From an optimization exercise on the open Yosys and OpenROAD flow, aimed at small area, a short achievable clock period and few clock cycles; shortcuts taken in it are not production practice.
RTL that was checked went through simulation tests only; none was proved equivalent to the original.
The RTL of runs 3 to 7 was laid out without a check of its function.
No activity file was given, so power comes from the tool's default toggle rates.

## flow/constraint.sdc

```tcl
create_clock -name core_clock -period 6.0 [get_ports {clk}]
set_input_delay 1.2000 -clock core_clock [delete_from_list [all_inputs] [get_ports {clk}]]
set_output_delay 1.2000 -clock core_clock [all_outputs]
set_load 0.01 [all_outputs]
```

## flow/design.v

```verilog
`timescale 1ns / 1ps
module cpu_hazard(input wire clk,
           input wire rst,
           input wire enable,
           input wire start,
           output wire d_we,
           output wire [7:0] i_addr,
           output wire [7:0] d_addr,
           input  wire [15:0] i_datain,
           input  wire [15:0] d_datain,
           output wire [15:0] d_dataout,
           output wire busy
    );
    reg state;
    reg [7:0] pc;
    reg [15:0] gr [0:7];
    reg zf, nf, cf;
    reg [15:0] ex_a;           
    reg [15:0] ex_b;           
    reg [3:0]  ex_sh;          
    reg [2:0]  ex_rd;          
    reg        ex_wr;          
    reg        ex_load;
    reg        ex_store;
    reg        ex_flags;       
    reg        ex_sub;         
    reg        ex_addc;
    reg        ex_subc;
    reg        ex_shl, ex_srl, ex_sra, ex_and, ex_or, ex_xor;
    assign i_addr = pc;
    assign busy = state;
    wire ex = state & enable;
    wire cin = ex_sub ? ~(ex_subc & cf) : (ex_addc & cf);
    wire [16:0] sum = {1'b0, ex_a} + {1'b0, (ex_sub ? ~ex_b : ex_b)} + {16'b0, cin};
    wire alu_cf = ex_sub ? ~sum[16] : sum[16];
    wire alu_zf = (sum[15:0] == 16'b0);
    wire alu_nf = sum[15];
    reg [15:0] res;
    always @(*)
    begin
      if (ex_shl)      res = ex_a << ex_sh;
      else if (ex_srl) res = ex_a >> ex_sh;
      else if (ex_sra) res = $signed(ex_a) >>> ex_sh;
      else if (ex_and) res = ex_a & ex_b;
      else if (ex_or)  res = ex_a | ex_b;
      else if (ex_xor) res = ex_a ^ ex_b;
      else             res = sum[15:0];
    end
    wire [15:0] wd = ex_load ? d_datain : res;
    assign d_addr = ex_a[7:0] + {4'b0, ex_sh};
    assign d_dataout = ex_b;
    assign d_we = ex_store;
    wire zf_n = ex_flags ? alu_zf : zf;
    wire nf_n = ex_flags ? alu_nf : nf;
    wire cf_n = ex_flags ? alu_cf : cf;
    always @(posedge clk or negedge rst)
    begin
      if (!rst)
      begin
        zf <= 1'b0;
        nf <= 1'b0;
        cf <= 1'b0;
      end
      else
      begin
        zf <= zf_n;
        nf <= nf_n;
        cf <= cf_n;
      end
    end
    integer k;
    always @(posedge clk or negedge rst)
    begin
      if (!rst)
      begin
        for (k = 0; k < 8; k = k + 1) gr[k] <= 16'b0;
      end
      else if (ex_wr)
        gr[ex_rd] <= wd;
    end
    wire [4:0] op = i_datain[15:11];
    wire [2:0] rd = i_datain[10:8];
    wire [2:0] r1 = i_datain[6:4];
    wire [2:0] r2 = i_datain[2:0];
    wire [7:0] imm8 = i_datain[7:0];
    wire [3:0] imm4 = i_datain[3:0];
    wire op_halt  = (op == 5'b00001);
    wire op_load  = (op == 5'b00010);
    wire op_store = (op == 5'b00011);
    wire op_shl   = (op == 5'b00100) || (op == 5'b00101);
    wire op_srl   = (op == 5'b00110);
    wire op_sra   = (op == 5'b00111);
    wire op_and   = (op == 5'b01101);
    wire op_or    = (op == 5'b01110);
    wire op_xor   = (op == 5'b01111);
    wire op_ldih  = (op == 5'b10000);
    wire op_imm   = (op == 5'b01001) || (op == 5'b01011);
    wire op_sub   = (op == 5'b01010) || (op == 5'b01011) || (op == 5'b01100) || (op == 5'b10010);
    wire op_addc  = (op == 5'b10001);
    wire op_subc  = (op == 5'b10010);
    wire op_jump  = (op == 5'b11000);
    wire op_br    = (op[4:3] == 2'b11) && !op_jump;   
    wire op_arith = (op == 5'b01000) || (op == 5'b01001) || (op == 5'b01010) || (op == 5'b01011) || (op == 5'b01100)
                 || (op == 5'b10000) || (op == 5'b10001) || (op == 5'b10010);
    wire wr_reg   = op_load || op_shl || op_srl || op_sra || op_and || op_or || op_xor
                 || (op_arith && op != 5'b01100);
    wire a_is_rd  = op_imm || op_ldih;
    wire [15:0] v_rd = (ex_wr && ex_rd == rd) ? wd : gr[rd];
    wire [15:0] v_r1 = (ex_wr && ex_rd == r1) ? wd : gr[r1];
    wire [15:0] v_r2 = (ex_wr && ex_rd == r2) ? wd : gr[r2];
    wire br_stall = op_br && ex_wr && (ex_rd == rd);
    wire [7:0] target = gr[rd][7:0] + imm8;
    wire taken = (op == 5'b11001) || ((op == 5'b11010) && zf_n) || ((op == 5'b11011) && !zf_n)
              || ((op == 5'b11100) && nf_n) || ((op == 5'b11101) && !nf_n)
              || ((op == 5'b11110) && cf_n) || ((op == 5'b11111) && !cf_n);
    wire go = ex && !br_stall;      
    always @(posedge clk or negedge rst)
    begin
      if (!rst) state <= 1'b0;
      else if (!state) state <= enable & start;
      else state <= enable & ~op_halt;
    end
    always @(posedge clk or negedge rst)
    begin
      if (!rst) pc <= 8'b0;
      else if (go)
      begin
        if (op_jump) pc <= imm8;
        else if (taken) pc <= target;
        else if (!op_halt) pc <= pc + 8'd1;
      end
    end
    always @(posedge clk or negedge rst)
    begin
      if (!rst)
      begin
        ex_wr <= 1'b0;
        ex_load <= 1'b0;
        ex_store <= 1'b0;
        ex_flags <= 1'b0;
      end
      else
      begin
        ex_wr <= go && wr_reg;
        ex_load <= go && op_load;
        ex_store <= go && op_store;
        ex_flags <= go && op_arith;
      end
    end
    always @(posedge clk)
    begin
      ex_rd <= rd;
      ex_sub <= op_sub;
      ex_addc <= op_addc;
      ex_subc <= op_subc;
      ex_shl <= op_shl;
      ex_srl <= op_srl;
      ex_sra <= op_sra;
      ex_and <= op_and;
      ex_or <= op_or;
      ex_xor <= op_xor;
      ex_sh <= imm4;
      ex_a <= a_is_rd ? v_rd : v_r1;
      ex_b <= op_ldih ? {imm8, 8'b0} : op_imm ? {8'b0, imm8} : op_store ? v_rd : v_r2;
    end
endmodule
```

## flow/run.sh

```bash
#!/bin/bash
# synth_recipe.tcl (not shown) runs the flow's synth.tcl, then flattens the netlist and writes it again
# the make line also repeats each setting of config.mk as NAME=value (left out here)
make -C /OpenROAD-flow-scripts/flow DESIGN_CONFIG=/design/flow/config.mk WORK_HOME=/design/flow/orfs CLKGATE_MAP_FILE= SYNTH_SCRIPT=/design/flow/synth_recipe.tcl finish
```

## flow/config.mk

```make
export PLATFORM = sky130hd
export DESIGN_NAME = cpu_hazard
export DESIGN_NICKNAME = cpu_hazard
export VERILOG_FILES = /design/flow/design.v
export SDC_FILE = /design/flow/constraint.sdc
export NUM_CORES = 4
export LEC_CHECK = 0
export ABC_CLOCK_PERIOD_IN_PS = 3000
export CAP_MARGIN = 20
export CORE_MARGIN = 2
export CORE_UTILIZATION = 40
export SETUP_SLACK_MARGIN = 2.5
export SLEW_MARGIN = 20
```

==> results of run 1 <==
## layout by cell type, fill, tap and decap left out, types with 16 or more instances in the layout
cell and count:
nand2_1 265, o21ai_0 185, dfrtp_1 144, nor2_1 143
a21oi_1 109, buf_4 82, inv_1 63, mux2i_1 60
clkdlybuf4s50_1 55, ha_1 52, mux4_2 50, o21ai_2 39
nand3_1 36, dfxtp_1 36, o211ai_1 30, xnor2_1 26
o22ai_1 23, mux2_2 23, nor3_1 19, a211oi_1 19
a221oi_1 19, xor2_1 18, a22o_1 18, clkbuf_16 18
nor2b_1 16, o21ai_1 16, buf_6 16
## registers in the layout, summed over array words and instances, names as in the netlist, 3 cells and up
signal and cells:
gr 128, ex_a 16, ex_b 16, pc 8, ex_sh 4, ex_rd 3
## stage by stage
| stage | util | hold slack, ps | cells |
|---|---|---|---|
| floorplan | - | 450 | 1883 |
| global placement | 0.436 | 465 | 2350 |
| detailed placement | 0.436 | 484 | 2352 |
| CTS | 0.468 | 502 | 2414 |
| global route | 0.491 | 519 | 2440 |
| finish | 0.491 | 494 | 2441 |
## area by class of cell
| class | instances | share of cell area |
|---|---|---|
| antenna | 1 | 0.000135 |
| multi-input combinational | 1455 | 0.578 |
| timing repair buffer | 177 | 0.0906 |
| clock inverter | 11 | 0.00636 |
| tap | 511 | 0.0346 |
| inverter | 72 | 0.0153 |
| sequential | 192 | 0.248 |
| clock buffer | 21 | 0.0261 |
| timing repair inverter | 1 | 0.000271 |
## tightest hold or removal path, cell delays in order, from the launching register on
cell     delay (ps)
dfrtp_1         340
nand2_1          70
o21ai_2          50
## worst paths after layout
check                            endpoint  depth (start not counted)
worst max-delay path                pc[4]                         15
worst min-delay path            gr[1][11]                          2
worst max register to register      pc[4]                         15
worst min register to register  gr[1][11]                          2
max in group asynchronous        gr[4][1]                          2
min in group asynchronous       gr[4][14]                          1
## layer usage
metal	share of wire	vias up	wire length, um
met2	0.46	848	27800
met1	0.41	7574	24700
li1	-	6939	-
met3	0.081	189	4870
met4	0.052	0	3160
met5	0	-	0
## where the power goes
part / internal [mW] / switching [mW]
Sequential: 1.64 / 0.501
Clock: 0.633 / 0.550
Combinational: 1.78 / 2.11
Total: 4.05 / 3.16
## kinds of logic after synthesis
kind of cell,count (synthesis),share of synthesized area
DFF,192,0.299
muxes,135,0.131
xor gates and xnor gates,55,0.0315
and+or+nand+nor,573,0.166
AOI/OAI and AO/OA,627,0.259
adders and majority gates,65,0.0552
buffers and inverters,236,0.0589
## what timing repair did
action	CTS	global route
cloned	1	1
pin swaps	21	72
resized for setup	84	172
setup buffers	29	25
endpoints found under the setup margin	136	113
==> notes.md, run 1 <==
result of the run=no timing/DRC/antenna violations; slack of the worst reg-to-reg path=1990 ps; effective utilization at floorplan=0.406; ranking of synthesized cells by instance count=nand2_1, o21ai_0, nor2_1; clock tree from TritonCTS=built; HP Start=gr[1][11]; largest delay contributor family on the critical path=compound AO/OA/AOI/OAI gates; slowest library cell on the worst path=or4_4; vias in the first global route=14715; Final Net Count=2017; Die Y-Extent=199 um; post-synthesis register bit count=192; cell type with the highest occurrence count on the critical path=fa_2; largest cells by area after synthesis=dfrtp_1, o21ai_0, mux4_2, nand2_1, dfxtp_1; met3 Track Usage GR=0.0483; GR Overflow Total=0; Fin. Hold Viols=0; gate count of the mapped netlist=1883; Final WS setup=1990 ps; portion of synthesized cell area occupied by the leading cell type=0.236; met2 GRT Util=0.483; Setup TNS Final=0 ps; number of synthesized flops with an enable pin=0; die area=39800 sq um; Detail Placement HPWL=41500 um; number of sinks driven by the clock tree=192; average detailed-routed wire length per instance=24.8 um; global placer's final weighted congestion=1.00; Routed WL=60500 um; grt peak-use layer=met2; Yosys cell types=80; Worst VDD drop=0.000173 V; vias per cell=6.37; total CTS buffers=17; # setup viols final=0; via count of the routed design=15550; wire length of the first global-routing pass=90700 um; min-delay worst type=flop to flop; top flip-flop cell by instance count after synthesis=dfrtp_1; critical path cell sequence=a21oi_2 -> a31oi_2 -> fa_2 -> inv_2 -> fa_2 -> nand2b_4 -> a211oi_4 -> o21ai_2 -> a2111oi_4 -> nand3_2 -> or4_4 -> o211ai_4 -> o21ai_4 -> mux2i_1 -> o22ai_1; global-route total usage across every layer=0.302; input/output buffers=69; mapped cell area=15300 sq um; CTS root buf=clkbuf_16; CP bufs+invs=1; fraction of registers with async set or reset after synthesis=0.750; post-synthesis cell type with the largest combined area=dfrtp_1; final standard cell area without fillers=18500 sq um; maximum achievable frequency=249 MHz; category of the worst setup path launch point=flop; Worst Path Class, Setup=flop to flop; Remaining DRCs=0; crit path time final=4010 ps; number of maximum-capacitance constraint violations=0; cell with the most instances after synthesis=nand2_1; relative slew slack=0.197; share of the clock period used by the worst path=0.669; overall die width=199 um; sequential cell area in the final layout=4590 sq um; category of the worst setup path capture point=flop; IO Count=70; pwr dens=390 nW/um^2; quantity of hold-fixing buffers added after cts=0; Setup WS pre-CTS=1380 ps; area delta synth->final=20.9%; Post-Route Skew=11.0 ps; worst-path fanout max=7; num rows=71; worst skew pair latency=450 ps; Post-Syn Area per Cell=8.12 sq um; number of fillers in the final layout=3647; share of synthesized area occupied by flip-flops and latches=0.299; slowest cell delay on critical path=530 ps; count of TritonRoute iterations in the first routing pass=8; fraction of layout cells with a size suffix above 1=0.203; placeable core region=37700 sq um; count of warnings emitted by yosys=2; net count after synthesis=1984; post-detailed-placement cell area=16400 sq um; required time at the endpoint of the critical path=6330 ps; H-tree depth=4; Crit Reg-Reg Startpoint=cf; antenna-violating nets left=0; maximum number of buffers from clock root to sink=2; CP Launch Point=cf; number of antenna violations at the first check in global routing=0; Arr. time, crit path=4350 ps; unrepaired setup endpoints after global routing=true; clock-pin slew reported for the worst setup and hold paths after clock tree synthesis=70 ps; first-iteration detailed-routing DRC count=2002; static leakage power=7.78 nW; routing usage on met1=0.396; transition time at the pin with the least slew margin=1200 ps; largest net degree at the start of global routing=94; Pins Over Slew Limit=0; area taken by multi-input logic gates=10700 sq um; overall power after layout=7.21 mW
Testbench counts, summed over its fixed seeds: cycles 82,400.
==> run 2: changes to the inputs <==
--- a/flow/config.mk
+++ b/flow/config.mk
@@ -7,3 +7,2 @@
 export LEC_CHECK = 0
-export ABC_CLOCK_PERIOD_IN_PS = 3000
 export CAP_MARGIN = 20
@@ -11,3 +10,2 @@
 export CORE_UTILIZATION = 40
-export SETUP_SLACK_MARGIN = 2.5
 export SLEW_MARGIN = 20
==> notes.md, run 2 <==
result of the run=no timing/DRC/antenna violations; net count after synthesis=1984 (unchanged); Die Y-Extent=199 um (unchanged); count of warnings emitted by yosys=2 (unchanged); vias per cell=6.20 (-2.7%); largest delay contributor family on the critical path=compound AO/OA/AOI/OAI gates; CP Launch Point=ex_sub; slack of the worst reg-to-reg path=1450 ps (-530 ps); crit path time final=4550 ps (+534 ps); total CTS buffers=17 (unchanged); overall die width=199 um (unchanged); slowest library cell on the worst path=o221ai_1; Remaining DRCs=0 (unchanged); largest cells by area after synthesis=dfrtp_1, o21ai_0, mux4_2, nand2_1, dfxtp_1; die area=39800 sq um (unchanged); relative slew slack=0.232 (+0.0346); clock-pin slew reported for the worst setup and hold paths after clock tree synthesis=80 ps (about the same); share of synthesized area occupied by flip-flops and latches=0.299 (unchanged); Setup TNS Final=0 ps (unchanged); post-detailed-placement cell area=16400 sq um (-0.50%); post-synthesis register bit count=192 (unchanged); Detail Placement HPWL=41800 um (+0.78%); Final WS setup=1450 ps (-534 ps); IO Count=70 (unchanged); transition time at the pin with the least slew margin=1150 ps (-49.1 ps); slowest cell delay on critical path=880 ps (+350 ps); maximum number of buffers from clock root to sink=2 (unchanged); number of flip-flops in the largest register=128 (unchanged); global-route total usage across every layer=0.296 (-0.00575); R2R cell count=15 (unchanged); commonest non-fill, non-tap cell in the layout=nand2_1; # setup viols final=0 (unchanged); via count of the routed design=14789 (-4.9%); critical path cell sequence=buf_4 -> xor2_1 -> fa_1 -> inv_1 -> fa_1 -> nand2b_1 -> a21oi_1 -> xor2_1 -> a211oi_1 -> o31ai_1 -> a221o_1 -> o221ai_1 -> o21ai_0 -> a211oi_1 -> a211oi_1; CP bufs+invs=2 (+1); fraction of layout cells with a size suffix above 1=0.102 (-0.100); GR Overflow Total=0 (unchanged); count of TritonRoute iterations in the first routing pass=6 (-2); final standard cell area without fillers=16900 sq um (-8.4%); num rows=71 (unchanged); vias in the first global route=14193 (-3.5%); cell with the most instances after synthesis=nand2_1; Fin. Hold Viols=0 (unchanged); Worst Path Class, Setup=flop to flop; gate count of the mapped netlist=1883 (unchanged); static leakage power=7.25 nW (-6.8%); CTS root buf=clkbuf_16; Worst VDD drop=0.000160 V (-7.4%); cell type with the highest occurrence count on the critical path=a211oi_1; Crit Reg-Reg Startpoint=ex_sub; number of synthesized flops with an enable pin=0 (unchanged); register containing the most flip-flops in the final layout=gr; effective utilization at floorplan=0.406 (unchanged); portion of synthesized cell area occupied by the leading cell type=0.236 (unchanged); ranking of synthesized cells by instance count=nand2_1, o21ai_0, nor2_1; pwr dens=369 nW/um^2 (-5.3%); number of sinks driven by the clock tree=192 (unchanged); Post-Route Skew=12.6 ps (+1.61 ps); category of the worst setup path capture point=flop; overall power after layout=6.25 mW (-13%); Final Net Count=1963 (-2.7%); category of the worst setup path launch point=flop; mapped cell area=15300 sq um (unchanged); global placer's final weighted congestion=1.02 (+2.4%); worst-path fanout max=18 (+11); antenna-violating nets left=0 (unchanged); clock tree from TritonCTS=built; largest registers=gr x128, ex_a x16, ex_b x16; post_cts resized=0 (-100%); largest net degree at the start of global routing=103 (+9.6%); unrepaired setup endpoints after global routing=false; input/output buffers=69 (unchanged); Post-Syn Area per Cell=8.12 sq um (unchanged); min-delay worst type=flop to flop; quantity of hold-fixing buffers added after cts=0 (unchanged); number of cells traversed by the worst hold path=2 (unchanged); worst skew pair latency=450 ps (about the same); placeable core region=37700 sq um (unchanged); maximum achievable frequency=220 MHz (-12%); HP Start=gr[1][11]; most used cells in the layout excluding fill and tap cells=nand2_1, o21ai_0, nor2_1; first-iteration detailed-routing DRC count=1692 (-15%); Setup WS pre-CTS=1530 ps (+149 ps); Pins Over Slew Limit=0 (unchanged); number of buffers inserted by post-CTS setup repair=0 (-100%); number of diodes added for antenna fixing=0 (-1); Routed WL=58200 um (-3.8%); number of antenna violations at the first check in global routing=0 (unchanged); average detailed-routed wire length per instance=24.4 um (-1.6%); capture instance of the worst register-to-register path=ex_b[4]; area delta synth->final=10.7%; fraction of registers with async set or reset after synthesis=0.750 (unchanged); wire length of the first global-routing pass=88700 um (-2.1%); worst min-delay path endpoint=gr[1][11]; share of the clock period used by the worst path=0.758 (+0.0891); top flip-flop cell by instance count after synthesis=dfrtp_1; Arr. time, crit path=4840 ps (+490 ps); H-tree depth=4 (unchanged); Yosys cell types=80 (unchanged); post-synthesis cell type with the largest combined area=dfrtp_1; number of maximum-capacitance constraint violations=0 (unchanged); required time at the endpoint of the critical path=6290 ps (-40 ps)
run 2: cell counts after synthesis:
Identical to the previous run, type by type.
run 2: report_power, final:
group,switching [mW],internal [mW]
Sequential,0.515,1.63
Clock,0.552,0.550
Combinational,1.75,1.25
Total,2.81,3.44
run 2: cell families after synthesis:
group,after synthesis,share of synthesized area
AOI/OAI and AO/OA,627,0.259
and+or+nand+nor,573,0.166
DFF,192,0.299
xor gates and xnor gates,55,0.0315
adders and majority gates,65,0.0552
muxes,135,0.131
buffers and inverters,236,0.0589
run 2: how the worst max path moves through the flow:
stage	end	cells past startpoint
after floorplan	pc[2]	16
after global placement	pc[6]	15
after detailed placement	pc[6]	15
after CTS	ex_b[6]	16
after global routing	pc[2]	15
final	ex_b[4]	15
run 2: through the flow:
step | cells | hold WS, ps | util
after floorplan | 1883 | 450 | -
after global placement | 2352 | 466 | 0.434
after detailed placement | 2352 | 481 | 0.434
after CTS | 2384 | 500 | 0.449
after global routing | 2386 | 519 | 0.449
final | 2386 | 503 | 0.449
run 2: final cells by class:
class / instances / area [sq um]
clock buffer: 19 / 443
fill: 3812 / 20700
tap: 511 / 639
multi-input combinational: 1455 / 9830
sequential: 192 / 4570
timing repair buffer: 124 / 1080
inverter: 72 / 270
clock inverter: 13 / 101
run 2: metal layers:
metal,share of wire,vias to the layer above,GRT usage
li1,-,6811,-
met2,0.46,723,0.480
met3,0.075,159,0.0397
met4,0.046,0,0.131
met5,0,-,0
met1,0.42,7096,0.396
run 2: tightest hold or removal path, delay by kind of cell (launching register included):
kind,cells,cell delay [ps]
flip-flops,1,350
AO/OA/AOI/OAI,1,60
AND/OR/NAND/NOR,1,50
==> run 3: changes to the inputs <==
--- a/flow/design.v
+++ b/flow/design.v
@@ -17,2 +17,32 @@
     reg zf, nf, cf;
+    function automatic [8:0] add8(input [7:0] x, input [7:0] y, input ci);
+      reg [7:0] p, g, pp, gg;
+      integer d, i;
+      begin
+        p = x ^ y;
+        g = x & y;
+        gg = g;
+        pp = p;
+        gg[0] = g[0] | (p[0] & ci);
+        for (d = 1; d < 8; d = d * 2)
+          for (i = 7; i >= d; i = i - 1)
+          begin
+            gg[i] = gg[i] | (pp[i] & gg[i - d]);
+            pp[i] = pp[i] & pp[i - d];
+          end
+        add8 = {gg[7], p ^ {gg[6:0], ci}};
+      end
+    endfunction
+    function automatic [7:0] inc8(input [7:0] x);
+      integer i;
+      reg c;
+      begin
+        c = 1'b1;
+        for (i = 0; i < 8; i = i + 1)
+        begin
+          inc8[i] = x[i] ^ c;
+          c = c & x[i];
+        end
+      end
+    endfunction
     reg [15:0] ex_a;           
@@ -33,5 +63,23 @@
     wire cin = ex_sub ? ~(ex_subc & cf) : (ex_addc & cf);
-    wire [16:0] sum = {1'b0, ex_a} + {1'b0, (ex_sub ? ~ex_b : ex_b)} + {16'b0, cin};
+    wire [15:0] y = ex_sub ? ~ex_b : ex_b;
+    wire [15:0] ap = ex_a ^ y;
+    wire [15:0] ag = ex_a & y;
+    wire [15:0] ao = ex_a | y;
+    reg [15:0] kg, kp;
+    integer d, i;
+    always @(*)
+    begin
+      kg = ag;
+      kp = ap;
+      kg[0] = ag[0] | (ap[0] & cin);
+      for (d = 1; d < 16; d = d * 2)
+        for (i = 15; i >= d; i = i - 1)
+        begin
+          kg[i] = kg[i] | (kp[i] & kg[i - d]);
+          kp[i] = kp[i] & kp[i - d];
+        end
+    end
+    wire [16:0] sum = {kg[15], ap ^ {kg[14:0], cin}};
     wire alu_cf = ex_sub ? ~sum[16] : sum[16];
-    wire alu_zf = (sum[15:0] == 16'b0);
+    wire alu_zf = (ap == {ao[14:0], cin});
     wire alu_nf = sum[15];
@@ -49,3 +97,4 @@
     wire [15:0] wd = ex_load ? d_datain : res;
-    assign d_addr = ex_a[7:0] + {4'b0, ex_sh};
+    wire [8:0] d_sum = add8(ex_a[7:0], {4'b0, ex_sh}, 1'b0);
+    assign d_addr = d_sum[7:0];
     assign d_dataout = ex_b;
@@ -111,3 +160,5 @@
     wire br_stall = op_br && ex_wr && (ex_rd == rd);
-    wire [7:0] target = gr[rd][7:0] + imm8;
+    wire [15:0] g_rd = gr[rd];
+    wire [8:0] t_sum = add8(g_rd[7:0], imm8, 1'b0);
+    wire [7:0] target = t_sum[7:0];
     wire taken = (op == 5'b11001) || ((op == 5'b11010) && zf_n) || ((op == 5'b11011) && !zf_n)
@@ -129,3 +180,3 @@
         else if (taken) pc <= target;
-        else if (!op_halt) pc <= pc + 8'd1;
+        else if (!op_halt) pc <= inc8(pc);
       end
--- a/flow/config.mk
+++ b/flow/config.mk
@@ -10,2 +10,3 @@
 export CORE_UTILIZATION = 40
+export SETUP_SLACK_MARGIN = 3.5
 export SLEW_MARGIN = 20
==> notes.md, run 3 <==
unrepaired setup endpoints after global routing=true; IO Count=70 (unchanged); average detailed-routed wire length per instance=24.6 um (+0.97%); net count after synthesis=2050 (+3.3%); slack of the worst reg-to-reg path=2530 ps (+1080 ps); vias per cell=6.40 (+3.2%); commonest non-fill, non-tap cell in the layout=nand2_1; most used cells in the layout excluding fill and tap cells=nand2_1, dfrtp_1, nor2_1; Pins Over Slew Limit=0 (unchanged); H-tree depth=4 (unchanged); cell with the most instances after synthesis=nand2_1; clock-pin slew reported for the worst setup and hold paths after clock tree synthesis=80 ps (about the same); cell type with the highest occurrence count on the critical path=a21o_1; worst skew pair latency=460 ps (about the same); Die Y-Extent=203 um (+1.9%); num rows=72 (+1.4%); capture instance of the worst register-to-register path=ex_b[4]; GR Overflow Total=0 (unchanged); Placed Instances=2381 (+1.2%); number of diodes added for antenna fixing=0 (unchanged); static leakage power=8.48 nW (+17%); number of synthesized flops with an enable pin=0 (unchanged); worst-path fanout max=4 (-14); post-synthesis register bit count=192 (unchanged); portion of synthesized cell area occupied by the leading cell type=0.227 (-0.00886); number of antenna violations at the first check in global routing=0 (unchanged); fraction of layout cells with a size suffix above 1=0.304 (+0.201); Detail Placement HPWL=41900 um (+0.30%); mapped cell area=15900 sq um (+3.9%); CP Launch Point=i_datain[9]; area taken by multi-input logic gates=11900 sq um (+21%); Yosys cell types=99 (+24%); transition time at the pin with the least slew margin=970 ps (-182 ps); maximum number of buffers from clock root to sink=2 (unchanged); count of warnings emitted by yosys=2 (unchanged); ranking of synthesized cells by instance count=nand2_1, o21ai_0, dfrtp_1; sequential cell area in the final layout=4640 sq um (+1.6%); Worst Path Class, Setup=input pin to flop; first-iteration detailed-routing DRC count=1883 (+11%); Crit Reg-Reg Startpoint=ex_sub; Post-Syn Area per Cell=8.23 sq um (+1.4%); largest registers=gr x128, ex_a x16, ex_b x16; number of sinks driven by the clock tree=192 (unchanged); number of fillers in the final layout=3584 (-6.0%); min-delay worst type=flop to flop; largest net degree at the start of global routing=105 (+1.9%); input/output buffers=69 (unchanged); category of the worst setup path launch point=input pin; gate count of the mapped netlist=1930 (+2.5%); area delta synth->final=28.0%; crit path time final=3490 ps (-1060 ps); count of TritonRoute iterations in the first routing pass=6 (unchanged); critical path cell sequence=buf_16 -> mux2_4 -> a22o_1 -> a221oi_2 -> a21oi_2 -> ha_2 -> fa_2 -> a21o_1 -> a21o_1 -> a21o_1 -> a21oi_2 -> xnor2_1 -> nand2_1 -> o211ai_1; top flip-flop cell by instance count after synthesis=dfrtp_1; total CTS buffers=17 (unchanged); Final Net Count=2109 (+7.4%); slowest library cell on the worst path=fa_2; largest cells by area after synthesis=dfrtp_1, o21ai_0, mux4_2, ha_1, dfxtp_1; # setup viols final=0 (unchanged); register containing the most flip-flops in the final layout=gr; number of maximum-capacitance constraint violations=0 (unchanged); Routed WL=62000 um (+6.6%); antenna-violating nets left=0 (unchanged); share of the clock period used by the worst path=0.581 (-0.177); global-route total usage across every layer=0.299 (+0.00265); maximum achievable frequency=287 MHz (+30%); placeable core region=38900 sq um (+3.3%); quantity of hold-fixing buffers added after cts=0 (unchanged); relative slew slack=0.353 (+0.121); number of flip-flops in the largest register=128 (unchanged); slowest cell delay on critical path=350 ps (-530 ps); post-synthesis cell type with the largest combined area=dfrtp_1; Remaining DRCs=0 (unchanged); Setup TNS Final=0 ps (unchanged); overall die width=203 um (+1.9%); Non-Filler Instances=2519 (+5.6%); CTS root buf=clkbuf_16; required time at the endpoint of the critical path=6370 ps (+80 ps); via count of the routed design=16120 (+9.0%); global placer's final weighted congestion=1.02 (-0.42%); Setup crit end=pc[6]; HP Start=gr[1][7]; effective utilization at floorplan=0.408 (+0.00229); Fin. Hold Viols=0 (unchanged); share of synthesized area occupied by flip-flops and latches=0.287 (-0.0112); fraction of registers with async set or reset after synthesis=0.750 (unchanged); result of the run=no timing/DRC/antenna violations; R2R cell count=15 (unchanged); Post-Route Skew=14.7 ps (+2.13 ps); clock tree from TritonCTS=built; vias in the first global route=15362 (+8.2%); die area=41300 sq um (+3.8%); Worst VDD drop=0.000245 V (+53%); category of the worst setup path capture point=flop; wire length of the first global-routing pass=94800 um (+6.9%); pwr dens=383 nW/um^2 (+3.7%); Arr. time, crit path=3860 ps (-980 ps)
## run 3: cell types whose count changed after synthesis, moves of 12 or more
cell / change
buf_2: +28
clkbuf_1: -36
ha_1: +19
inv_1: +25
nand2_1: -14
nor2_1: -21
nor3_1: +22
o21ai_0: -12
o21ai_1: +12
## run 3: worst min-delay path by stage
stage	to	depth (start not counted)
after floorplan	gr[1][2]	2
after global placement	gr[1][7]	2
after detailed placement	gr[1][7]	2
after CTS	gr[1][7]	2
after global routing	gr[1][7]	2
final	gr[1][7]	2
## run 3: final cells by class
cell class / count / share of cell area
Multi-Input combinational cell: 1472 / 0.584
Sequential cell: 192 / 0.228
Inverter: 96 / 0.0191
Timing Repair Buffer: 210 / 0.110
Clock inverter: 13 / 0.00529
Clock buffer: 18 / 0.0216
Tap cell: 518 / 0.0319
## run 3: critical path: cells and delay by family
family	cells	cell delay, ps
AOI/OAI and AO/OA	8	1470
muxes	1	290
xor gates and xnor gates	1	140
and+or+nand+nor	1	80
buffers and inverters	1	110
adders and majority gates	2	560
## run 3: metal layers
metal	track usage	share of wire	vias to the layer above
li1	-	-	7160
met1	0.402	0.41	7957
met2	0.467	0.46	826
met3	0.0487	0.079	177
met4	0.148	0.055	0
met5	0	0	-
## run 3: power breakdown
part	internal (mW)	total [mW]	leakage (nW)	switching, mW
Sequential	1.64	2.17	1.97	0.526
Clock	0.548	1.10	0.257	0.549
Combinational	2.13	4.52	6.26	2.39
## run 3: metrics by stage
step                      utilization  hold slack (ps)  worst slack, ps  cell area (sq um)  power (mW)
after global routing            0.522              515             2430              20300        8.19
after CTS                       0.508              482             2550              19800        7.38
after global placement          0.438              468             1430              17000        5.23
after floorplan                     -              450             2260              16500        4.30
final                           0.522              479             2510              20300        7.78
after detailed placement        0.438              476             1320              17000        5.27
## run 3: cells by family (layout without fill, tap and decap cells)
group,after synthesis,after routing,synth area share
compound gates,628,628,0.252
xor+xnor,57,57,0.0314
simple gates,557,557,0.156
buf+inv,266,337,0.0714
flops,192,192,0.287
fa+ha+maj,84,84,0.0681
mux,146,146,0.134
## run 3: repair_timing
| action | CTS | global route |
|---|---|---|
| gates cloned | 4 | 0 |
| buffers inserted | 86 | 17 |
| endpoints found under the setup margin | 211 | 179 |
| pin swaps | 82 | 59 |
| gates resized for setup | 420 | 104 |
==> run 4: changes to the inputs <==
--- a/flow/config.mk
+++ b/flow/config.mk
@@ -10,3 +10,3 @@
 export CORE_UTILIZATION = 40
-export SETUP_SLACK_MARGIN = 3.5
+export SETUP_SLACK_MARGIN = 2.5
 export SLEW_MARGIN = 20
==> notes.md, run 4 <==
required time at the endpoint of the critical path=6370 ps (about the same); Fin. Hold Viols=0 (unchanged); area delta synth->final=16.0%; commonest non-fill, non-tap cell in the layout=nand2_1; CTS root buf=clkbuf_16; most used cells in the layout excluding fill and tap cells=nand2_1, o21ai_0, dfrtp_1; gate count of the mapped netlist=1930 (unchanged); net switching share of the total power=0.442 (-0.00331); routing usage on met1=0.395 (-0.00701); relative slew slack=0.337 (-0.0161); crit path time final=3500 ps (+9.87 ps); effective utilization at floorplan=0.408 (unchanged); largest registers=gr x128, ex_a x16, ex_b x16; global placer's final weighted congestion=0.991 (-2.8%); maximum number of buffers from clock root to sink=2 (unchanged); met2 GRT Util=0.447 (-0.0204); mapped cell area=15900 sq um (unchanged); input/output buffers=69 (unchanged); category of the worst setup path capture point=flop; Post-Route Skew=14.8 ps (+0.0671 ps); num rows=72 (unchanged); placeable core region=38900 sq um (unchanged); IO Count=70 (unchanged); Power Internal=3.77 mW (-13%); number of synthesized flops with an enable pin=0 (unchanged); fraction of registers with async set or reset after synthesis=0.750 (unchanged); worst min-delay path endpoint=gr[1][2]; fraction of layout cells with a size suffix above 1=0.164 (-0.140); cell with the most instances after synthesis=nand2_1; slack of the worst reg-to-reg path=2560 ps (+30 ps); transition time at the pin with the least slew margin=991 ps (+20.5 ps); overall die width=203 um (unchanged); number of sinks driven by the clock tree=192 (unchanged); HP Start=gr[1][2]; post-synthesis register bit count=192 (unchanged); count of TritonRoute iterations in the first routing pass=5 (-1); critical path cell sequence=buf_16 -> mux2_4 -> a22o_1 -> a221oi_2 -> a21oi_2 -> ha_2 -> fa_2 -> a21o_1 -> a21o_1 -> a21o_1 -> a21oi_2 -> xnor2_1 -> nand2_1 -> o211ai_1; ranking of synthesized cells by instance count=nand2_1, o21ai_0, dfrtp_1; global-route total usage across every layer=0.290 (-0.00911); antenna-violating nets left=0 (unchanged); Detail Placement HPWL=41900 um (about the same); Setup TNS Final=0 ps (unchanged); Final Net Count=2057 (-2.5%); post-synthesis cell type with the largest combined area=dfrtp_1; number of fillers in the final layout=3833 (+6.9%); part of the power in registers=0.315 (+0.036); Worst Path Class, Setup=input pin to flop; min-delay worst type=flop to flop; top flip-flop cell by instance count after synthesis=dfrtp_1; quantity of hold-fixing buffers added after cts=0 (unchanged); part of the power in the clock network=0.180 (+0.039); # setup viols final=0 (unchanged); Combinational Power Share=0.505 (-0.075); count of warnings emitted by yosys=2 (unchanged); worst skew pair latency=460 ps (about the same); result of the run=no timing/DRC/antenna violations; share of synthesized area occupied by flip-flops and latches=0.287 (unchanged); number of maximum-capacitance constraint violations=0 (unchanged); portion of synthesized cell area occupied by the leading cell type=0.227 (unchanged); register containing the most flip-flops in the final layout=gr; net count after synthesis=2050 (unchanged); vias per cell=6.31 (-1.5%); number of diodes added for antenna fixing=0 (unchanged); category of the worst setup path launch point=input pin; Worst VDD drop=0.000279 V (+14%); cell type with the highest occurrence count on the critical path=a21o_1; Remaining DRCs=0 (unchanged); R2R cell count=15 (unchanged); share of the clock period used by the worst path=0.583 (+0.00165); switching pwr=2.99 mW (-14%); pwr dens=367 nW/um^2 (-4.2%); number of antenna violations at the first check in global routing=0 (unchanged); average detailed-routed wire length per instance=24.3 um (-1.2%); first-iteration detailed-routing DRC count=1733 (-8.0%); GR Overflow Total=0 (unchanged); worst-path fanout max=10 (+6); worst-case hold slack=490 ps (+10.3 ps); H-tree depth=4 (unchanged); met3 Track Usage GR=0.0439 (-0.00479); largest cells by area after synthesis=dfrtp_1, o21ai_0, mux4_2, ha_1, dfxtp_1; slowest library cell on the worst path=fa_2; Pins Over Slew Limit=0 (unchanged); sequential cell area in the final layout=4590 sq um (-1.1%); die area=41300 sq um (unchanged); Arr. time, crit path=3870 ps (about the same); total CTS buffers=17 (unchanged); unrepaired setup endpoints after global routing=true; Die Y-Extent=203 um (unchanged); vias in the first global route=14758 (-3.9%); wire length of the first global-routing pass=91700 um (-3.2%); via count of the routed design=15561 (-3.5%); area taken by multi-input logic gates=10600 sq um (-10%); clock-pin slew reported for the worst setup and hold paths after clock tree synthesis=80 ps (about the same); static leakage power=7.88 nW (-7.1%); Post-Syn Area per Cell=8.23 sq um (unchanged); Crit Reg-Reg Startpoint=ex_sub; number of cells traversed by the worst hold path=2 (unchanged); capture instance of the worst register-to-register path=ex_a[5]; slowest cell delay on critical path=350 ps (about the same); maximum achievable frequency=286 MHz (-0.28%); number of flip-flops in the largest register=128 (unchanged); grt peak-use layer=met2; clock tree from TritonCTS=built; Routed WL=60000 um (-3.2%); largest net degree at the start of global routing=99 (-5.7%); Yosys cell types=99 (unchanged)
[run 4: how the worst max path moves through the flow]
stage | start | endpoint | slack (ps) | depth (start not counted)
global placement | i_datain[9] | pc[7] | 1480 | 15
floorplan | i_datain[9] | pc[6] | 2260 | 14
CTS | ex_sub | ex_b[13] | 2450 | 13
global route | i_datain[9] | pc[6] | 2380 | 14
detailed placement | i_datain[9] | pc[6] | 1410 | 14
finish | i_datain[9] | pc[6] | 2500 | 14
[run 4: power groups by stage]
stage / sequential [mW] / clock (mW) / combinational [mW]
finish: 2.13 / 1.21 / 3.42
floorplan: 1.93 / 0 / 2.11
global placement: 2.11 / 0 / 2.94
global route: 2.16 / 1.28 / 3.70
CTS: 2.09 / 1.23 / 3.16
detailed placement: 2.12 / 0 / 2.98
[run 4: cell families after synthesis]
kind of cell	share of synthesized area
DFF	0.287
adders and majority gates	0.0681
buffers and inverters	0.0714
AOI/OAI and AO/OA	0.252
xor gates and xnor gates	0.0314
muxes	0.134
and+or+nand+nor	0.156
[run 4: timing repair]
| action | CTS | global route |
|---|---|---|
| setup endpoints to repair | 115 | 108 |
| endpoints found under the hold margin | 0 | 0 |
| gates resized for setup | 83 | 68 |
| buffers inserted | 18 | 22 |
| gates cloned | 4 | 2 |
| pin swaps | 11 | 37 |
[run 4: area by class of cell]
type,count,share of cell area
clock buffer,17,0.0231
clock inverter,15,0.0105
inverter,96,0.0203
multi-input combinational,1473,0.577
sequential,192,0.249
tap,518,0.0352
timing repair buffer,157,0.0847
[run 4: worst max-delay path: cells and delay by family]
family,cells,cell delay [ps]
compound gates,8,1490
xor+xnor,1,140
fa+ha+maj,2,560
buf+inv,1,130
mux,1,290
simple gates,1,70
[run 4: through the flow]
stage | setup WS (ps) | util | cells | instance area, sq um | total power [mW]
3_3_place_gp | 1480 | 0.431 | 2390 | 16800 | 5.05
3_5_place_dp | 1410 | 0.431 | 2390 | 16800 | 5.10
2_1_floorplan | 2260 | - | 1930 | 16000 | 4.04
6_report | 2500 | 0.474 | 2468 | 18400 | 6.76
4_1_cts | 2450 | 0.460 | 2444 | 17900 | 6.48
5_1_grt | 2380 | 0.474 | 2468 | 18400 | 7.15
[run 4: routing by layer]
metal / share of wire / vias up / wire length [um]
met5: 0 / - / 0
met4: 0.051 / 0 / 3050
met3: 0.079 / 143 / 4750
met2: 0.45 / 815 / 27000
met1: 0.42 / 7572 / 25200
li1: - / 7031 / -
==> run 5: changes to the inputs <==
--- a/flow/design.v
+++ b/flow/design.v
@@ -13,6 +13,2 @@
     );
-    reg state;
-    reg [7:0] pc;
-    reg [15:0] gr [0:7];
-    reg zf, nf, cf;
     function automatic [8:0] add8(input [7:0] x, input [7:0] y, input ci);
@@ -47,2 +43,10 @@
     endfunction
+    function automatic [15:0] rev16(input [15:0] x);
+      integer i;
+      for (i = 0; i < 16; i = i + 1) rev16[i] = x[15 - i];
+    endfunction
+    reg state;
+    reg [7:0] pc;
+    reg [15:0] gr [0:7];
+    reg zf, nf, cf;
     reg [15:0] ex_a;           
@@ -58,3 +62,4 @@
     reg        ex_subc;
-    reg        ex_shl, ex_srl, ex_sra, ex_and, ex_or, ex_xor;
+    reg        ex_sra;         
+    reg        ex_s_add, ex_s_and, ex_s_or, ex_s_xor, ex_s_shr, ex_s_shl;
     assign i_addr = pc;
@@ -81,17 +86,10 @@
     end
-    wire [16:0] sum = {kg[15], ap ^ {kg[14:0], cin}};
-    wire alu_cf = ex_sub ? ~sum[16] : sum[16];
+    wire [15:0] sum = ap ^ {kg[14:0], cin};
+    wire alu_cf = ex_sub ? ~kg[15] : kg[15];
     wire alu_zf = (ap == {ao[14:0], cin});
     wire alu_nf = sum[15];
-    reg [15:0] res;
-    always @(*)
-    begin
-      if (ex_shl)      res = ex_a << ex_sh;
-      else if (ex_srl) res = ex_a >> ex_sh;
-      else if (ex_sra) res = $signed(ex_a) >>> ex_sh;
-      else if (ex_and) res = ex_a & ex_b;
-      else if (ex_or)  res = ex_a | ex_b;
-      else if (ex_xor) res = ex_a ^ ex_b;
-      else             res = sum[15:0];
-    end
+    wire [31:0] shr = {{16{ex_sra & ex_a[15]}}, ex_a} >> ex_sh;
+    wire [15:0] res = ({16{ex_s_add}} & sum) | ({16{ex_s_and}} & ag) | ({16{ex_s_or}} & ao)
+                    | ({16{ex_s_xor}} & ap) | ({16{ex_s_shr}} & shr[15:0])
+                    | ({16{ex_s_shl}} & rev16(shr[15:0]));
     wire [15:0] wd = ex_load ? d_datain : res;
@@ -156,3 +154,4 @@
     wire a_is_rd  = op_imm || op_ldih;
-    wire [15:0] v_rd = (ex_wr && ex_rd == rd) ? wd : gr[rd];
+    wire [15:0] g_rd = gr[rd];
+    wire [15:0] v_rd = (ex_wr && ex_rd == rd) ? wd : g_rd;
     wire [15:0] v_r1 = (ex_wr && ex_rd == r1) ? wd : gr[r1];
@@ -160,5 +159,3 @@
     wire br_stall = op_br && ex_wr && (ex_rd == rd);
-    wire [15:0] g_rd = gr[rd];
     wire [8:0] t_sum = add8(g_rd[7:0], imm8, 1'b0);
-    wire [7:0] target = t_sum[7:0];
     wire taken = (op == 5'b11001) || ((op == 5'b11010) && zf_n) || ((op == 5'b11011) && !zf_n)
@@ -179,3 +176,3 @@
         if (op_jump) pc <= imm8;
-        else if (taken) pc <= target;
+        else if (taken) pc <= t_sum[7:0];
         else if (!op_halt) pc <= inc8(pc);
@@ -206,10 +203,11 @@
       ex_subc <= op_subc;
-      ex_shl <= op_shl;
-      ex_srl <= op_srl;
       ex_sra <= op_sra;
-      ex_and <= op_and;
-      ex_or <= op_or;
-      ex_xor <= op_xor;
+      ex_s_add <= op_arith;
+      ex_s_and <= op_and;
+      ex_s_or <= op_or;
+      ex_s_xor <= op_xor;
+      ex_s_shr <= op_srl || op_sra;
+      ex_s_shl <= op_shl;
       ex_sh <= imm4;
-      ex_a <= a_is_rd ? v_rd : v_r1;
+      ex_a <= a_is_rd ? v_rd : op_shl ? rev16(v_r1) : v_r1;
       ex_b <= op_ldih ? {imm8, 8'b0} : op_imm ? {8'b0, imm8} : op_store ? v_rd : v_r2;
==> notes.md, run 5 <==
num rows=69 (-4.2%); portion of synthesized cell area occupied by the leading cell type=0.250 (+0.0226); placeable core region=35600 sq um (-8.6%); die area=37600 sq um (-8.9%); net switching share of the total power=0.415 (-0.0269); count of warnings emitted by yosys=2 (unchanged); GR Overflow Total=0 (unchanged); quantity of hold-fixing buffers added after cts=0 (unchanged); Power Internal=3.40 mW (-9.9%); static leakage power=7.09 nW (-10%); Post-Route Skew=15.8 ps (+0.990 ps); largest cells by area after synthesis=dfrtp_1, o21ai_0, dfxtp_1, nand2_1, mux4_2; Worst Path Class, Setup=flop to flop; average detailed-routed wire length per instance=25.2 um (+3.5%); Fin. Hold Viols=0 (unchanged); clock-pin slew reported for the worst setup and hold paths after clock tree synthesis=80 ps (about the same); share of synthesized area occupied by flip-flops and latches=0.317 (+0.0300); transition time at the pin with the least slew margin=1210 ps (+215 ps); Routed WL=56100 um (-6.6%); number of fillers in the final layout=3452 (-9.9%); most used cells in the layout excluding fill and tap cells=nand2_1, o21ai_0, dfrtp_1; overall die width=194 um (-4.6%); slowest cell delay on critical path=420 ps (+70 ps); count of cell instances traversed by the critical path=16 (+2); maximum number of buffers from clock root to sink=2 (unchanged); global placer's final weighted congestion=1.01 (+1.6%); # setup viols final=0 (unchanged); worst skew pair latency=460 ps (about the same); crit path time final=3610 ps (+111 ps); mapped cell area=14400 sq um (-9.1%); number of antenna violations at the first check in global routing=0 (unchanged); part of the power in the clock network=0.215 (+0.035); Yosys cell types=80 (-19%); unrepaired setup endpoints after global routing=true; largest delay contributor family on the critical path=compound AO/OA/AOI/OAI gates; Final Net Count=1843 (-10%); part of the power in registers=0.349 (+0.034); Pins Over Slew Limit=0 (unchanged); Post-Syn Area per Cell=8.31 sq um (+0.92%); post-synthesis register bit count=193 (+0.52%); antenna-violating nets left=0 (unchanged); input/output buffers=69 (unchanged); Worst VDD drop=0.000175 V (-38%); vias in the first global route=13526 (-8.3%); Remaining DRCs=0 (unchanged); min-delay worst type=flop to flop; overall power after layout=5.81 mW (-14%); category of the worst setup path launch point=flop; wire length of the first global-routing pass=84600 um (-7.8%); Combinational Power Share=0.436 (-0.069); H-tree depth=4 (unchanged); register containing the most flip-flops in the final layout=gr; IO Count=70 (unchanged); Arr. time, crit path=3920 ps (+50 ps); area taken by multi-input logic gates=9640 sq um (-9.4%); number of flip-flops in the largest register=128 (unchanged); net count after synthesis=1828 (-11%); area delta synth->final=18.9%; cell with the most instances after synthesis=nand2_1; required time at the endpoint of the critical path=6310 ps (-60 ps); maximum achievable frequency=277 MHz (-3.1%); clock tree from TritonCTS=built; share of the clock period used by the worst path=0.601 (+0.0185); commonest non-fill, non-tap cell in the layout=nand2_1; number of sinks driven by the clock tree=193 (+0.52%); number of maximum-capacitance constraint violations=0 (unchanged); worst-path fanout max=7 (-3); number of synthesized flops with an enable pin=0 (unchanged); fraction of layout cells with a size suffix above 1=0.180 (+0.0159); fraction of registers with async set or reset after synthesis=0.746 (-0.00389); result of the run=no timing/DRC/antenna violations; count of TritonRoute iterations in the first routing pass=5 (unchanged); pwr dens=338 nW/um^2 (-7.8%); top flip-flop cell by instance count after synthesis=dfrtp_1; Detail Placement HPWL=39100 um (-6.7%); largest registers=gr x128, ex_a x16, ex_b x16; total CTS buffers=17 (unchanged); gate count of the mapped netlist=1739 (-9.9%); number of diodes added for antenna fixing=0 (unchanged); largest net degree at the start of global routing=101 (+2.0%); slowest library cell on the worst path=fa_2; relative slew slack=0.195 (-0.142); critical path cell sequence=buf_12 -> a21oi_4 -> a31oi_2 -> fa_2 -> inv_2 -> fa_2 -> nor2b_2 -> o31a_1 -> a311oi_2 -> nand2_2 -> a211oi_4 -> o21bai_4 -> mux2i_4 -> buf_12 -> mux2i_1 -> o221ai_1; R2R cell count=16 (+1); effective utilization at floorplan=0.406 (-0.00207); switching pwr=2.41 mW (-19%); CTS root buf=clkbuf_16; global-route total usage across every layer=0.290 (+0.000435); via count of the routed design=14203 (-8.7%); sequential cell area in the final layout=4610 sq um (+0.52%); vias per cell=6.37 (+1.1%); Setup TNS Final=0 ps (unchanged); first-iteration detailed-routing DRC count=1510 (-13%); post-synthesis cell type with the largest combined area=dfrtp_1; category of the worst setup path capture point=flop; Die Y-Extent=194 um (-4.6%); number of cells traversed by the worst hold path=2 (unchanged); ranking of synthesized cells by instance count=nand2_1, o21ai_0, dfrtp_1; CP bufs+invs=3 (+2)
-- run 5: logic make-up after synthesis --
| family | after synthesis | share of synthesized area |
|---|---|---|
| compound gates | 619 | 0.275 |
| simple gates | 467 | 0.143 |
| xor+xnor | 60 | 0.0364 |
| mux | 123 | 0.118 |
| buf+inv | 224 | 0.0625 |
| flops | 193 | 0.317 |
| fa+ha+maj | 53 | 0.0480 |
-- run 5: path summary, 6_finish.rpt --
path / slack (ps) / from / to
hold / removal: 520 / gr[4][7] / gr[4][7]
max in group asynchronous: 3890 / rst / gr[0][13]
hold reg to reg: 520 / gr[4][7] / gr[4][7]
setup reg to reg: 2390 / ex_sub / pc[2]
min in group asynchronous: 830 / rst / pc[7]
setup / recovery: 2390 / ex_sub / pc[2]
-- run 5: layout make-up --
class | count | share of cell area
multi-input cells | 1323 | 0.561
clock inverters | 15 | 0.0125
clock buffers | 17 | 0.0248
inverters | 69 | 0.0160
flip-flops and latches | 193 | 0.268
repair buffers | 150 | 0.0837
well taps | 461 | 0.0336
-- run 5: power groups by stage --
stage	Clock [mW]	Sequential (mW)	Combinational (mW)
3_3_place_gp	0	2.02	2.13
3_5_place_dp	0	2.03	2.16
4_1_cts	1.26	2.01	2.32
2_1_floorplan	0	1.87	1.52
6_report	1.25	2.03	2.53
5_1_grt	1.31	2.06	2.74
-- run 5: tightest hold or removal path, stage by stage, from the launching register on --
cell and delay [ps]:
dfrtp_1 370, nand2_1 50, o21ai_1 60
-- run 5: routing by layer --
layer / global-route usage / up-vias / wire length (um)
met3: 0.0409 / 168 / 4420
met5: 0 / - / 0
li1: - / 6398 / -
met2: 0.476 / 769 / 25900
met4: 0.137 / 0 / 3350
met1: 0.379 / 6868 / 22400
-- run 5: timing repair --
item | in CTS | in global routing
endpoints found under the setup margin | 119 | 45
setup buffers | 22 | 23
pin swaps | 16 | 21
cloned | 3 | 1
gates resized for setup | 97 | 87
-- run 5: metrics by stage --
step / setup slack (ps) / std cells / area (sq um) / util / hold WS (ps)
2_1_floorplan: 2350 / 1739 / 14500 / - / 459
3_3_place_gp: 1310 / 2147 / 15300 / 0.431 / 494
3_5_place_dp: 1270 / 2147 / 15300 / 0.431 / 503
4_1_cts: 2330 / 2204 / 16600 / 0.466 / 515
5_1_grt: 2320 / 2228 / 17200 / 0.483 / 528
6_report: 2390 / 2228 / 17200 / 0.483 / 520
==> run 6: changes to the inputs <==
--- a/flow/design.v
+++ b/flow/design.v
@@ -60,4 +60,3 @@
     reg        ex_sub;         
-    reg        ex_addc;
-    reg        ex_subc;
+    reg        ex_cin;         
     reg        ex_sra;         
@@ -67,7 +66,6 @@
     wire ex = state & enable;
-    wire cin = ex_sub ? ~(ex_subc & cf) : (ex_addc & cf);
-    wire [15:0] y = ex_sub ? ~ex_b : ex_b;
-    wire [15:0] ap = ex_a ^ y;
-    wire [15:0] ag = ex_a & y;
-    wire [15:0] ao = ex_a | y;
+    wire cin = ex_cin;
+    wire [15:0] ap = ex_a ^ ex_b;
+    wire [15:0] ag = ex_a & ex_b;
+    wire [15:0] ao = ex_a | ex_b;
     reg [15:0] kg, kp;
@@ -91,6 +89,5 @@
     wire [31:0] shr = {{16{ex_sra & ex_a[15]}}, ex_a} >> ex_sh;
-    wire [15:0] res = ({16{ex_s_add}} & sum) | ({16{ex_s_and}} & ag) | ({16{ex_s_or}} & ao)
-                    | ({16{ex_s_xor}} & ap) | ({16{ex_s_shr}} & shr[15:0])
-                    | ({16{ex_s_shl}} & rev16(shr[15:0]));
-    wire [15:0] wd = ex_load ? d_datain : res;
+    wire [15:0] wd = ({16{ex_s_add}} & sum) | ({16{ex_s_and}} & ag) | ({16{ex_s_or}} & ao)
+                   | ({16{ex_s_xor}} & ap) | ({16{ex_s_shr}} & shr[15:0])
+                   | ({16{ex_s_shl}} & rev16(shr[15:0])) | ({16{ex_load}} & d_datain);
     wire [8:0] d_sum = add8(ex_a[7:0], {4'b0, ex_sh}, 1'b0);
@@ -201,4 +198,3 @@
       ex_sub <= op_sub;
-      ex_addc <= op_addc;
-      ex_subc <= op_subc;
+      ex_cin <= op_sub ? ~(op_subc & cf_n) : (op_addc & cf_n);
       ex_sra <= op_sra;
@@ -212,3 +208,3 @@
       ex_a <= a_is_rd ? v_rd : op_shl ? rev16(v_r1) : v_r1;
-      ex_b <= op_ldih ? {imm8, 8'b0} : op_imm ? {8'b0, imm8} : op_store ? v_rd : v_r2;
+      ex_b <= {16{op_sub}} ^ (op_ldih ? {imm8, 8'b0} : op_imm ? {8'b0, imm8} : op_store ? v_rd : v_r2);
     end
--- a/flow/config.mk
+++ b/flow/config.mk
@@ -10,3 +10,3 @@
 export CORE_UTILIZATION = 40
-export SETUP_SLACK_MARGIN = 2.5
+export SETUP_SLACK_MARGIN = 3.2
 export SLEW_MARGIN = 20
==> notes.md, run 6 <==
result of the run=no timing/DRC/antenna violations; Placed Instances=2137 (-0.47%); CTS root buf=clkbuf_16; worst min-delay path endpoint=gr[5][14]; static leakage power=7.39 nW (+4.3%); Die Y-Extent=195 um (+0.29%); crit path time final=3460 ps (-145 ps); die area=37900 sq um (+0.58%); count of warnings emitted by yosys=2 (unchanged); Pins Over Slew Limit=0 (unchanged); category of the worst setup path capture point=output pin; GR Overflow Total=0 (unchanged); slack of the worst reg-to-reg path=2550 ps (+160 ps); net count after synthesis=1813 (-0.82%); average detailed-routed wire length per instance=25.0 um (-0.83%); antenna-violating nets left=0 (unchanged); cell with the most instances after synthesis=nand2_1; Combinational Power Share=0.489 (+0.053); Non-Filler Instances=2276 (+2.2%); H-tree depth=4 (unchanged); worst-path fanout max=4 (-3); worst skew pair latency=470 ps (about the same); number of synthesized flops with an enable pin=0 (unchanged); net switching share of the total power=0.423 (+0.00766); clock-pin slew reported for the worst setup and hold paths after clock tree synthesis=70 ps (about the same); R2R cell count=12 (-4); commonest non-fill, non-tap cell in the layout=nand2_1; core utilization of the finished layout=0.519 (+0.0365); top flip-flop cell by instance count after synthesis=dfrtp_1; # setup viols final=0 (unchanged); maximum number of buffers from clock root to sink=2 (unchanged); part of the power in the clock network=0.186 (-0.029); mapped cell area=14500 sq um (+0.59%); transition time at the pin with the least slew margin=1050 ps (-155 ps); area delta synth->final=27.5%; part of the power in registers=0.325 (-0.024); IO Count=70 (unchanged); HP Start=gr[5][14]; largest registers=gr x128, ex_a x16, ex_b x16; Post-Syn Area per Cell=8.43 sq um (+1.5%); Post-Route Skew=16.2 ps (+0.431 ps); maximum achievable frequency=289 MHz (+4.2%); Worst VDD drop=0.000185 V (+6.1%); number of antenna violations at the first check in global routing=0 (unchanged); share of the clock period used by the worst path=0.577 (-0.0242); count of TritonRoute iterations in the first routing pass=6 (+1); vias in the first global route=13470 (-0.41%); most used cells in the layout excluding fill and tap cells=nand2_1, dfrtp_1, nor2_1; ranking of synthesized cells by instance count=nand2_1, a21oi_1, o21ai_0; global-route total usage across every layer=0.293 (+0.00235); min-delay worst type=flop to flop; Routed WL=56800 um (+1.3%); Power Internal=3.67 mW (+8.1%); post-synthesis cell type with the largest combined area=dfrtp_1; number of sinks driven by the clock tree=192 (-0.52%); effective utilization at floorplan=0.407 (+0.00140); Yosys cell types=87 (+8.8%); relative slew slack=0.299 (+0.103); wire length of the first global-routing pass=85200 um (+0.77%); number of maximum-capacitance constraint violations=0 (unchanged); switching pwr=2.69 mW (+12%); fraction of layout cells with a size suffix above 1=0.290 (+0.110); fraction of registers with async set or reset after synthesis=0.750 (+0.00389); Worst Path Class, Setup=flop to output pin; number of diodes added for antenna fixing=0 (unchanged); largest net degree at the start of global routing=110 (+8.9%); number of flip-flops in the largest register=128 (unchanged); largest cells by area after synthesis=dfrtp_1, dfxtp_1, mux4_2, a21oi_1, o21ai_0; share of synthesized area occupied by flip-flops and latches=0.314 (-0.00324); required time at the endpoint of the critical path=4800 ps (-1510 ps); input/output buffers=69 (unchanged); category of the worst setup path launch point=flop; Remaining DRCs=0 (unchanged); post-synthesis register bit count=192 (-0.52%); via count of the routed design=14521 (+2.2%); Arr. time, crit path=2260 ps (-1660 ps); overall power after layout=6.36 mW (+9.6%); portion of synthesized cell area occupied by the leading cell type=0.248 (-0.00146); Detail Placement HPWL=39000 um (-0.19%); pwr dens=344 nW/um^2 (+1.6%); Fin. Hold Viols=0 (unchanged); worst-case hold slack=540 ps (+20.7 ps); gate count of the mapped netlist=1724 (-0.86%); placeable core region=35700 sq um (+0.24%); total CTS buffers=17 (unchanged); overall die width=195 um (+0.29%); Final Net Count=1891 (+2.6%); unrepaired setup endpoints after global routing=true; capture instance of the worst register-to-register path=pc[2]; number of cells traversed by the worst hold path=2 (unchanged); Crit Reg-Reg Startpoint=ex_a[0]; register containing the most flip-flops in the final layout=gr; vias per cell=6.38 (about the same); global placer's final weighted congestion=0.953 (-5.4%); num rows=69 (unchanged); first-iteration detailed-routing DRC count=1881 (+25%); clock tree from TritonCTS=built; Setup TNS Final=0 ps (unchanged); number of fillers in the final layout=3302 (-4.3%); quantity of hold-fixing buffers added after cts=0 (unchanged)
[run 6: cell count changes in the layout (fill, tap and decap cells not counted), sizes merged, moves of 8 or more]
cell and delta:
o21ai -77, a221oi -10, xor2 -13, mux4 +10
nand2 -35, nor2 +55, buf +63, a21oi +68
nor3 -8, o22ai -15
[run 6: worst max-delay path: stages (launching register included)]
cell	delay (ps)
dfxtp_4	420
buf_6	120
ha_4	130
inv_2	40
fa_2	400
nor2b_1	130
o21ai_1	70
nand2b_1	120
nand3_2	100
xnor2_2	130
buf_2	140
[run 6: worst max path at each step]
stage                           start   endpoint  slack (ps)  depth (start not counted)
after floorplan           i_datain[9]      pc[6]        2240                         17
after global placement    i_datain[9]      pc[6]         980                         16
after detailed placement  i_datain[9]      pc[6]         920                         16
after CTS                     ex_a[0]      pc[2]        2500                         12
after global routing          ex_a[0]  d_addr[6]        2460                         10
final                         ex_a[0]  d_addr[6]        2540                         10
[run 6: what timing repair did]
action | CTS | global route
pin swaps | 79 | 90
cloned | 4 | 1
buffers inserted | 74 | 28
setup endpoints to repair | 185 | 146
gates resized for setup | 272 | 202
hold endpoints to repair | 0 | 0
[run 6: power groups by stage]
stage               clock network, mW  logic, mW  registers, mW
detailed placement                  0       2.30           2.07
global placement                    0       2.28           2.07
global route                     1.24       3.32           2.11
finish                           1.18       3.11           2.07
CTS                              1.20       2.69           2.05
floorplan                           0       1.65           1.88
[run 6: cells by family after synthesis]
group | after synthesis | synth area share
AO/OA/AOI/OAI | 588 | 0.264
AND/OR/NAND/NOR | 484 | 0.146
buffers and inverters | 222 | 0.0626
flip-flops | 192 | 0.314
multiplexers | 130 | 0.132
XOR/XNOR | 55 | 0.0341
adder cells (fa/ha/maj) | 53 | 0.0477
[run 6: routing by layer]
| layer | vias up | global-route usage | wire (um) |
|---|---|---|---|
| li1 | 6471 | - | - |
| met1 | 7070 | 0.392 | 23100 |
| met2 | 817 | 0.472 | 26100 |
| met3 | 163 | 0.0446 | 4730 |
| met4 | 0 | 0.125 | 2870 |
| met5 | - | 0 | 0 |
[run 6: area by class of cell]
| class | instances | area, sq um | share of cell area |
|---|---|---|---|
| Clock inverter | 15 | 168 | 0.00905 |
| Sequential cell | 192 | 4610 | 0.249 |
| Inverter | 68 | 279 | 0.0151 |
| Clock buffer | 17 | 425 | 0.0230 |
| Timing Repair Buffer | 211 | 2130 | 0.115 |
| Tap cell | 461 | 577 | 0.0311 |
| Multi-Input combinational cell | 1312 | 10300 | 0.558 |
[run 6: through the flow]
| step | setup WS (ps) | area, sq um |
|---|---|---|
| 5_1_grt | 2460 | 18500 |
| 2_1_floorplan | 2240 | 14800 |
| 3_3_place_gp | 977 | 15500 |
| 4_1_cts | 2500 | 17600 |
| 6_report | 2540 | 18500 |
| 3_5_place_dp | 916 | 15500 |
==> run 7: changes to the inputs <==
--- a/flow/config.mk
+++ b/flow/config.mk
@@ -10,3 +10,3 @@
 export CORE_UTILIZATION = 40
-export SETUP_SLACK_MARGIN = 3.2
+export SETUP_SLACK_MARGIN = 2.5
 export SLEW_MARGIN = 20
==> notes.md, run 7 <==
number of maximum-capacitance constraint violations=0 (unchanged); relative slew slack=0.211 (-0.0873); GR Overflow Total=0 (unchanged); input/output buffers=69 (unchanged); via count of the routed design=13712 (-5.6%); required time at the endpoint of the critical path=6340 ps (+1540 ps); clock tree from TritonCTS=built; number of antenna violations at the first check in global routing=0 (unchanged); Routed WL=53100 um (-6.5%); quantity of hold-fixing buffers added after cts=0 (unchanged); most used cells in the layout excluding fill and tap cells=nand2_1, o21ai_0, a21oi_1; ranking of synthesized cells by instance count=nand2_1, a21oi_1, o21ai_0; largest registers=gr x128, ex_a x16, ex_b x16; Die Y-Extent=195 um (unchanged); number of flip-flops in the largest register=128 (unchanged); die area=37900 sq um (unchanged); Final Net Count=1833 (-3.1%); vias in the first global route=13304 (-1.2%); first-iteration detailed-routing DRC count=1385 (-26%); commonest non-fill, non-tap cell in the layout=nand2_1; gate count of the mapped netlist=1724 (unchanged); net switching share of the total power=0.411 (-0.0114); unrepaired setup endpoints after global routing=true; # setup viols final=0 (unchanged); share of synthesized area occupied by flip-flops and latches=0.314 (unchanged); worst-path fanout max=7 (+3); largest net degree at the start of global routing=98 (-11%); crit path time final=3540 ps (+78.3 ps); area delta synth->final=16.3%; switching pwr=2.40 mW (-11%); portion of synthesized cell area occupied by the leading cell type=0.248 (unchanged); number of synthesized flops with an enable pin=0 (unchanged); Setup TNS Final=0 ps (unchanged); maximum number of buffers from clock root to sink=2 (unchanged); clock-pin slew reported for the worst setup and hold paths after clock tree synthesis=80 ps (about the same); Post-Syn Area per Cell=8.43 sq um (unchanged); share of the clock period used by the worst path=0.590 (+0.0131); Crit Reg-Reg Startpoint=ex_a[0]; worst skew pair latency=460 ps (about the same); post-synthesis register bit count=192 (unchanged); fraction of layout cells with a size suffix above 1=0.166 (-0.124); CTS root buf=clkbuf_16; wire length of the first global-routing pass=82300 um (-3.4%); largest delay contributor family on the critical path=compound AO/OA/AOI/OAI gates; H-tree depth=4 (unchanged); number of diodes added for antenna fixing=0 (unchanged); CP bufs+invs=0 (-3); category of the worst setup path capture point=flop; maximum achievable frequency=282 MHz (-2.2%); category of the worst setup path launch point=flop; placeable core region=35700 sq um (unchanged); min-delay worst type=flop to flop; result of the run=no timing/DRC/antenna violations; final standard cell area without fillers=16900 sq um (-8.8%); post-detailed-placement cell area=15500 sq um (-0.23%); Pins Over Slew Limit=0 (unchanged); Yosys cell types=87 (unchanged); total CTS buffers=17 (unchanged); pwr dens=345 nW/um^2 (+0.38%); IO Count=70 (unchanged); mapped cell area=14500 sq um (unchanged); number of sinks driven by the clock tree=192 (unchanged); Combinational Power Share=0.435 (-0.054); num rows=69 (unchanged); antenna-violating nets left=0 (unchanged); static leakage power=6.84 nW (-7.5%); CP Launch Point=ex_a[0]; HP Start=gr[7][9]; critical path cell sequence=fa_2 -> fa_2 -> a211oi_2 -> o21ai_2 -> o221a_4 -> o31ai_4 -> a31oi_4 -> xnor3_1 -> or3_4 -> and2_4 -> a311o_1; slowest library cell on the worst path=fa_2; largest cells by area after synthesis=dfrtp_1, dfxtp_1, mux4_2, a21oi_1, o21ai_0; Worst VDD drop=0.000269 V (+45%); register containing the most flip-flops in the final layout=gr; transition time at the pin with the least slew margin=1170 ps (+117 ps); Arr. time, crit path=3880 ps (+1620 ps); vias per cell=6.18 (-3.1%); count of TritonRoute iterations in the first routing pass=6 (unchanged); net count after synthesis=1813 (unchanged); global-route total usage across every layer=0.282 (-0.0107); overall die width=195 um (unchanged); Post-Route Skew=14.0 ps (-2.22 ps); cell type with the highest occurrence count on the critical path=fa_2; Power Internal=3.43 mW (-6.6%); part of the power in the clock network=0.213 (+0.027); Detail Placement HPWL=38200 um (-2.2%); average detailed-routed wire length per instance=23.9 um (-4.1%); part of the power in registers=0.352 (+0.027); fraction of registers with async set or reset after synthesis=0.750 (unchanged); count of warnings emitted by yosys=2 (unchanged); cell with the most instances after synthesis=nand2_1; top flip-flop cell by instance count after synthesis=dfrtp_1; Remaining DRCs=0 (unchanged); Worst Path Class, Setup=flop to flop; slowest cell delay on critical path=420 ps (about the same); effective utilization at floorplan=0.407 (unchanged); post-synthesis cell type with the largest combined area=dfrtp_1; Fin. Hold Viols=0 (unchanged); global placer's final weighted congestion=0.981 (+2.9%)
## run 7: cell counts after synthesis
Identical to the previous run, type by type.
## run 7: worst paths after layout
path | slack, ps | endpoint | cells after the start
max in group asynchronous | 3940 | nf | 2
worst max register to register | 2460 | pc[6] | 11
worst min-delay path | 530 | gr[7][9] | 2
min in group asynchronous | 820 | gr[5][8] | 1
worst max-delay path | 2460 | pc[6] | 11
worst min register to register | 530 | gr[7][9] | 2
## run 7: per-layer routing
metal	global-route usage	wire [um]	vias to the layer above
met4	0.115	2420	0
met1	0.390	23300	6619
li1	-	-	6327
met5	0	0	-
met2	0.436	23600	645
met3	0.0505	3830	121
## run 7: power groups by stage
| stage | logic [mW] | registers, mW | clock network, mW |
|---|---|---|---|
| floorplan | 1.63 | 1.88 | 0 |
| global placement | 2.26 | 2.06 | 0 |
| detailed placement | 2.28 | 2.06 | 0 |
| CTS | 2.41 | 2.04 | 1.26 |
| global route | 2.75 | 2.09 | 1.31 |
| finish | 2.53 | 2.05 | 1.24 |
## run 7: layout make-up
class	instances	area, sq um
Inverter	68	273
Clock buffer	18	429
Tap cell	461	577
Multi-Input combinational cell	1310	9440
Clock inverter	14	204
Fill cell	3421	18800
Sequential cell	192	4590
Timing Repair Buffer	155	1380
## run 7: through the flow
stage               setup WS (ps)   util  cells  hold slack (ps)  power, mW
floorplan                    2240      -   1724              477       3.51
global placement             1000  0.435   2141              503       4.32
detailed placement            876  0.435   2141              518       4.34
CTS                          2340  0.465   2203              537       5.71
global route                 2350  0.474   2218              566       6.15
finish                       2460  0.474   2218              532       5.83
## run 7: kinds of logic after synthesis
kind of cell             Yosys count  share of synthesized area
adder cells (fa/ha/maj)           53                     0.0477
flip-flops                       192                      0.314
XOR/XNOR                          55                     0.0341
AO/OA/AOI/OAI                    588                      0.264
multiplexers                     130                      0.132
buffers and inverters            222                     0.0626
AND/OR/NAND/NOR                  484                      0.146
## run 7: worst min-delay path: cells and delay by family, from the launching register on
| kind | cells | cell delay (ps) |
|---|---|---|
| flops | 1 | 380 |
| simple gates | 1 | 60 |
| compound gates | 1 | 60 |
## run 7: what timing repair did
| item | in CTS | in global routing |
|---|---|---|
| gates resized for setup | 84 | 48 |
| pin swaps | 22 | 27 |
| cloned | 0 | 1 |
| endpoints found under the setup margin | 66 | 37 |
| buffers inserted | 30 | 14 |

Re-timed with assumed drivers on the ports (clkbuf_16 on the clock, buf_2 on other inputs), run 7 has 2.458 ns of setup slack against 2.458 ns with ideal ports, and 1.978 ns once port delays also move by the mid clock arrival of 0.509 ns.
